Context: an optimization exercise on an open-source flow, tuned for small area, a short achievable clock period and few clock cycles. The choices shown serve that exercise and are no tape-out recipe. Only simulation tests tie the RTL to the original design; equivalence was not proved. Power is estimated from default activity; no workload was simulated.

pine:
// cpu
module cpu (
    input clk,
    input reset,
    output reg [31:0] iaddr,
    input [31:0] idata,
    output reg [31:0] daddr,
    input [31:0] drdata,
    output reg [31:0] dwdata,
    output reg [3:0] dwe
);
    reg [31:1] pc_r;         
    wire [31:0] pc = {pc_r, 1'b0};
    reg [31:0] rf [1:31];
    reg        xv;
    reg [31:0] xa, xb;       
    reg [31:0] xtgt;         
    reg [4:0]  xrd;
    reg        xwen;
    reg [2:0]  xf3;
    reg        xsub, xsra, xload, xstore;
    reg        xb_eq, xb_lt, xb_ltu, xb_inv, xb_never;
    reg        xbf, xbp;     
    reg [3:0]  xbi;          
    reg [15:0] bht;
    reg        xj_unres;     
    reg        s_add, s_sll, s_slt, s_sltu, s_xor, s_sr, s_or, s_and, s_tgt;
    reg [31:0] mres;         
    reg [31:0] mdw;
    reg [3:0]  mdwe;
    reg [4:0]  mrd;
    reg        mwe, mload;
    reg [2:0]  mf3;
    reg [31:0] ld;
    always @(*) begin
        case (mf3[1:0])
            2'b00: begin
                case (mres[1:0])
                    2'b00: ld[7:0] = drdata[7:0];
                    2'b01: ld[7:0] = drdata[15:8];
                    2'b10: ld[7:0] = drdata[23:16];
                    default: ld[7:0] = drdata[31:24];
                endcase
                ld[31:8] = {24{ld[7] & ~mf3[2]}};
            end
            2'b01: begin
                ld[15:0] = mres[1] ? drdata[31:16] : drdata[15:0];
                ld[31:16] = {16{ld[15] & ~mf3[2]}};
            end
            default: ld = drdata;
        endcase
    end
    wire [31:0] mwdata = mload ? ld : mres;
    always @(*) begin
        daddr = mres;
        dwdata = mdw;
        dwe = mdwe & {4{~reset}};
    end
    always @(posedge clk) begin
        if (mwe) rf[mrd] <= mwdata;
    end
    wire [31:0] a = xa;
    wire [31:0] b = xb;
    wire [31:0] sum;
    pfx_add #(32) u_sum (.a(a), .b(b), .ci(xsub), .s(sum), .co());
    reg [31:0] lt_t, eq_t;
    reg [15:0] lt1, eq1;
    reg [7:0]  lt2, eq2;
    reg [3:0]  lt3, eq3;
    reg [1:0]  lt4, eq4;
    integer k;
    always @(*) begin
        lt_t = ~a & b;
        eq_t = ~(a ^ b);
        for (k = 0; k < 16; k = k + 1) begin
            lt1[k] = lt_t[2*k+1] | (eq_t[2*k+1] & lt_t[2*k]);
            eq1[k] = eq_t[2*k+1] & eq_t[2*k];
        end
        for (k = 0; k < 8; k = k + 1) begin
  ...
clock: 10.0 ns
lec_check: 0
cap_margin: 20
core_margin: 2
core_utilization: 40
setup_slack_margin: 5
slew_margin: 20
tns_end_percent: 0
standard.sh (not shown) runs the stock make flow with config.mk's settings and CLKGATE_MAP_FILE= SYNTH_SCRIPT=/design/flow/synth_recipe.tcl, a recipe that flattens the netlist after the stock synthesis.
==> flow/flow/run.sh <==
#!/bin/bash
# Layout flow: the standard ORFS flow (standard.sh) with these changes:
#  - synthesis keeps adders as plain logic for ABC (no full/half-adder cell
#    extraction), so ABC can restructure carry logic for delay;
#  - port buffers are buf_4 cells instead of the default delay-type buffer;
#  - timing repair works on all endpoints and aims past the clock period;
#  - slew and capacitance repair keep a wider margin, so antenna diodes
#    added after repair do not push a net over its limit;
set -euo pipefail
bash standard.sh \
    ADDER_MAP_FILE= \
    "BUFFER_PORTS_ARGS=-buffer_cell sky130_fd_sc_hd__buf_4" \
    SETUP_SLACK_MARGIN=5.7 \
    TNS_END_PERCENT=100 \
    CAP_MARGIN=35 \
    SLEW_MARGIN=35 \
    "CTS_ARGS=-sink_clustering_enable -repair_clock_nets -dont_use_dummy_load -buf_list sky130_fd_sc_hd__clkbuf_8 -sink_clustering_size 50" \
    finish > orfs_make.log 2>&1
Testbench counts of pine, summed over its fixed seeds: cycles 83,982.
> inputs changed (pine -> oak)
--- a/flow/design.v
+++ b/flow/design.v
@@ -200,19 +200,19 @@
     wire use2 = is_store | is_alu | is_br;
     wire wen  = (rd != 5'd0) & (is_load | is_op | is_lui | is_auipc | is_jal | is_jalr);
     wire [31:0] imm_i = {{20{idata[31]}}, idata[31:20]};
     wire        sgn   = idata[31];
     wire [31:0] tgt_b, tgt_j;
     wire [31:13] pch1;
     imm_add #(13) u_tb (.x(pc), .imm({sgn, idata[7], idata[30:25], idata[11:8], 1'b0}), .s(tgt_b), .hp(pch1));
     imm_add #(21) u_tj (.x(pc), .imm({sgn, idata[19:12], idata[20], idata[30:21], 1'b0}), .s(tgt_j), .hp());
     wire [11:0] fl_lo = {1'b0, pc[12:2]} + 12'd1;
-    wire [31:0] flink = {fl_lo[11] ? pch1 : pc[31:13], fl_lo[10:0], 2'b00};
+    wire [31:0] flink = {fl_lo[11] ? pch1 : pc[31:13], fl_lo[10:0], pc[1:0]};
     wire [19:0] ahi;
     pfx_add #(20) u_ahi (.a(pc[31:12]), .b(idata[31:12]), .ci(1'b0), .s(ahi), .co());
     wire [31:0] fut   = is_lui ? {idata[31:12], 12'd0} : {ahi, pc[11:0]};
     wire        x1busy = (xv & xwen & (xrd == 5'd1)) | (mwe & (mrd == 5'd1));
     wire        jx     = xv & xwen & s_tgt & (xrd == rs1);
     wire        j0     = (rs1 == 5'd0);
     wire        jr1    = (rs1 == 5'd1) & (idata[31:20] == 12'd0) & ~x1busy;
     wire        jf     = j0 | jx | jr1;
     wire [31:0] jsum;
@@ -243,19 +243,20 @@
     wire        s_x   = sum[31];
     wire        xadd  = xnw & s_add & ~xsub & ~xload;
     wire        lp1   = xadd & fw1 & (rs2 == 5'd0);     
     wire        lp2   = xadd & fw2 & (rs1 == 5'd0);     
     wire        l_eq  = z_x;
     wire        l_lts = lp1 ? s_x : (~s_x & ~z_x);
     wire        l_ltu = lp2 & ~z_x;
     wire        l_cmp = f3[2] ? (f3[1] ? l_ltu : l_lts) : l_eq;
     wire        l_tk  = (l_cmp ^ f3[0]) & (f3[2:1] != 2'b01);
-    wire        bpred = (lp1 | lp2) ? l_tk : (sgn | bht[pc[5:2]]);
+    wire        bpred_h = sgn | bht[pc[5:2]];
+    wire        bpred = (lp1 | lp2) ? l_tk : bpred_h;
     wire        fjmp  = is_jal | (is_br & bpred) | (is_jalr & jf);
     wire        ps_st = fstall;
     wire        ps_j  = ~fstall & is_jal;
     wire        ps_b  = ~fstall & is_br & bpred;
     wire        ps_r0 = ~fstall & is_jalr & j0;
     wire        ps_rx = ~fstall & is_jalr & ~j0 & jx;
     wire        ps_r1 = ~fstall & is_jalr & ~j0 & ~jx & jr1;
     wire        ps_l  = ~fstall & ~fjmp;
     wire [31:0] pc_f  = ({32{ps_st}} & pc) | ({32{ps_j}} & tgt_j) | ({32{ps_b}} & tgt_b)
@@ -269,19 +270,19 @@
             xv <= 1'b0;
         end else begin
             pc_r <= redir ? rtgt[31:1] : pc_f[31:1];
             xv <= ~redir & ~fstall;
         end
         xa <= opa;
         xb <= (is_alui | is_load | is_jalr) ? imm_i :
               (is_store ? {{20{idata[31]}}, idata[31:25], idata[11:7]} : (is_sub ? ~opb : opb));
         xtgt <= is_store ? opb : ((is_lui | is_auipc) ? fut :
-                ((is_jal | is_jalr | bpred) ? flink : tgt_b));
+                ((is_jal | is_jalr | bpred_h) ? flink : tgt_b));
         xrd <= rd;
         xwen <= wen;
         xf3 <= f3;
         xsub <= is_sub;
         xsra <= idata[30] & (f3 == 3'b101);
         xload <= is_load;
         xstore <= is_store;
         xb_eq  <= is_br & (f3[2:1] == 2'b00);
         xb_lt  <= is_br & (f3[2:1] == 2'b10);
[summary]
- Summary: with pine as the reference, gate count after technology mapping in oak moved down by a few percent.
- Going from pine to oak, count of placed standard cells including taps shrinks by 2.8%.
- For the sequential share of cell area, oak came in 1.2 points higher than pine did.
- pine has a higher combined area of all synthesized cells than oak.
- Post-place setup slack: oak > pine
- Diff pine -> oak: post-route cell area -0.0019 mm^2, switching share of total power +1.5 points.
- Relative to pine, clock tree buffer count of the final layout has gone down in oak.
- Sort oak and pine by sequential fraction of the synthesis area, descending, and oak comes first.
- Higher relative contribution of the clock network to total power goes to pine over oak.
- oak against pine: count of TritonRoute iterations in the first routing pass has increased; number of nets produced by synthesis has decreased.
- oak vs pine, number of buffers created by CTS went down by 0.48%.
- Power: oak draws more than pine
Testbench counts of oak, summed over its fixed seeds: cycles 83,982.

* * *

## rev 12
cpu, a different RTL version from the one above (not shown whole).
Size: ~0.066 mm^2 of cells after synthesis.
Design cpu, start of the top module:
module cpu (
    input clk,
    input reset,
    output reg [31:0] iaddr,
    input [31:0] idata,
    output reg [31:0] daddr,
    input [31:0] drdata,
    output reg [31:0] dwdata,
    output reg [3:0] dwe
);
    reg [31:1] pc_r;         
    wire [31:0] pc = {pc_r, 1'b0};
    reg [31:0] rf [1:31];
    reg        xv;
    reg [31:0] xa, xb;       
    reg [11:0] ximm;
    reg [31:1] xtgt_r;       
    wire [31:0] xtgt = {xtgt_r, 1'b0};
    reg [4:0]  xrd;
    reg        xwen;
    reg [2:0]  xf3;
    reg        xsub, xsra, xload, xstore;
    reg        xb_eq, xb_lt, xb_ltu, xb_inv, xb_never;
    reg        xbf, xbp;     
    reg [3:0]  xbi;          
    reg [15:0] bht;
    reg        xj_unres;     
    reg        s_add, s_sll, s_slt, s_sltu, s_xor, s_sr, s_or, s_and, s_link, s_tgt;
    reg [31:0] mres;         
    reg [31:0] mdw;
    reg [3:0]  mdwe;
    reg [4:0]  mrd;
    reg        mwe, mload;
    reg [2:0]  mf3;
    reg [31:0] ld;
    always @(*) begin
        case (mf3[1:0])
            2'b00: begin
                case (mres[1:0])
                    2'b00: ld[7:0] = drdata[7:0];
                    2'b01: ld[7:0] = drdata[15:8];
  ...
export LEC_CHECK = 0
export CAP_MARGIN = 20
export CORE_MARGIN = 2
export CORE_UTILIZATION = 40
export SETUP_SLACK_MARGIN = 5
export SLEW_MARGIN = 20
export TNS_END_PERCENT = 0
create_clock -name core_clock -period 10.0 [get_ports {clk}]
==> flow/flow/run.sh <==
#!/bin/bash
# Layout flow: the standard ORFS flow (standard.sh) with these changes:
#  - synthesis keeps adders as plain logic for ABC (no full/half-adder cell
#    extraction), so ABC can restructure carry logic for delay;
#  - port buffers are buf_4 cells instead of the default delay-type buffer;
#  - timing repair works on all endpoints and aims past the clock period;
set -euo pipefail
bash standard.sh \
    ADDER_MAP_FILE= \
    "BUFFER_PORTS_ARGS=-buffer_cell sky130_fd_sc_hd__buf_4" \
    SETUP_SLACK_MARGIN=5.7 \
    TNS_END_PERCENT=100 \
    "CTS_ARGS=-sink_clustering_enable -repair_clock_nets -dont_use_dummy_load -buf_list sky130_fd_sc_hd__clkbuf_8 -sink_clustering_size 50" \
    finish > orfs_make.log 2>&1
Rev 12 went all the way through synthesis, placement and routing and the layout is clean on timing, DRC and antenna.
Testbench counts of rev 12, summed over its fixed seeds: cycles 83,982.
--- input diff rev 12..rev 13 ---
diff --git a/flow/design.v b/flow/design.v
--- a/flow/design.v
+++ b/flow/design.v
@@ -248,18 +248,17 @@
     wire        xadd  = xnw & s_add & ~xsub;
     wire        lp1   = xadd & fw1 & (rs2 == 5'd0);     
     wire        lp2   = xadd & fw2 & (rs1 == 5'd0);     
     wire        l_eq  = z_x;
     wire        l_lts = lp1 ? s_x : (~s_x & ~z_x);
     wire        l_ltu = lp2 & ~z_x;
     wire        l_cmp = f3[2] ? (f3[1] ? l_ltu : l_lts) : l_eq;
     wire        l_tk  = (l_cmp ^ f3[0]) & (f3[2:1] != 2'b01);
-    wire        bpred_h = sgn | bht[pc[5:2]];
-    wire        bpred = (lp1 | lp2) ? l_tk : bpred_h;
+    wire        bpred = (lp1 | lp2) ? l_tk : (sgn | bht[pc[5:2]]);
     wire        fjmp  = is_jal | (is_br & bpred) | (is_jalr & jf);
     wire        ps_st = fstall;
     wire        ps_j  = ~fstall & is_jal;
     wire        ps_b  = ~fstall & is_br & bpred;
     wire        ps_r0 = ~fstall & is_jalr & j0;
     wire        ps_rx = ~fstall & is_jalr & ~j0 & jx;
     wire        ps_r1 = ~fstall & is_jalr & ~j0 & ~jx & jr1;
     wire        ps_l  = ~fstall & ~fjmp;
@@ -274,17 +273,17 @@
             xv <= 1'b0;
         end else begin
             pc_r <= redir ? rtgt[31:1] : pc_f[31:1];
             xv <= ~redir & ~fstall;
         end
         xa <= opa;
         xb <= is_alui ? imm_i : ((is_jal | is_jalr) ? flink : (is_sub ? ~opb : opb));
         ximm <= is_store ? {idata[31:25], idata[11:7]} : idata[31:20];
-        xtgt_r <= (is_lui | is_auipc) ? fut[31:1] : (bpred_h ? flink[31:1] : tgt_b[31:1]);
+        xtgt_r <= (is_lui | is_auipc) ? fut[31:1] : (bpred ? flink[31:1] : tgt_b[31:1]);
         xrd <= rd;
         xwen <= wen;
         xf3 <= f3;
         xsub <= is_sub;
         xsra <= idata[30] & (f3 == 3'b101);
         xload <= is_load;
         xstore <= is_store;
         xb_eq  <= is_br & (f3[2:1] == 2'b00);
Results
Rev 13: total power consumption of the routed design is 1.4% higher than what rev 12 reported.
Final weighted congestion of routability-driven global placement went down slightly going from rev 12 to rev 13.
Clock latency of the later-clocked register in the worst-skew pair essentially unchanged between rev 12 and rev 13.
Largest stage delay on the critical path in rev 13 vs rev 12: down 0.40 ns
Rev 13 — logic depth of the worst setup path including buffers 5 higher, rev 12 as reference
Worst-margin pin slew: rev 13 > rev 12
Testbench counts of rev 13, summed over its fixed seeds: cycles 83,982.

[separate check: timing with driven ports]
The results above use ideal ports. As a check the final layouts listed here were re-extracted and re-timed, cells and wires unchanged. Step 1, drivers: a clkbuf_16 drives clk and a buf_2 each remaining input, both assumed. Step 2 also shifts input and output timing later by t, the mid clock arrival at the registers, as if the neighbouring blocks saw the same clock. Three values: no drivers, after step 1, after step 2; two values: the first two.
run | shift t [ns] | setup WS [ns] | hold WS [ns] | worst setup path after step 2 | worst data-port slew with drivers (ns)
pine | 1.015 | 5.443 / 5.371 / 4.356 | 0.477 / 0.477 / 0.477 | input to register | 0.31
oak | 1.033 | 5.453 / 5.487 / 4.454 | 0.493 / 0.493 / 0.493 | input to register | 0.09
rev 12 | 1.028 | 5.392 / 5.346 / 4.318 | 0.455 / 0.455 / 0.455 | input to register | 0.34
rev 13 | 1.022 | 5.451 / 5.329 / 4.307 | 0.382 / 0.382 / 0.382 | input to register | 0.23
After both steps every run listed still meets setup and hold. For rev 13, which loses most, drivers alone change the setup slack by -0.122 ns; drivers and shift together by -1.144 ns.
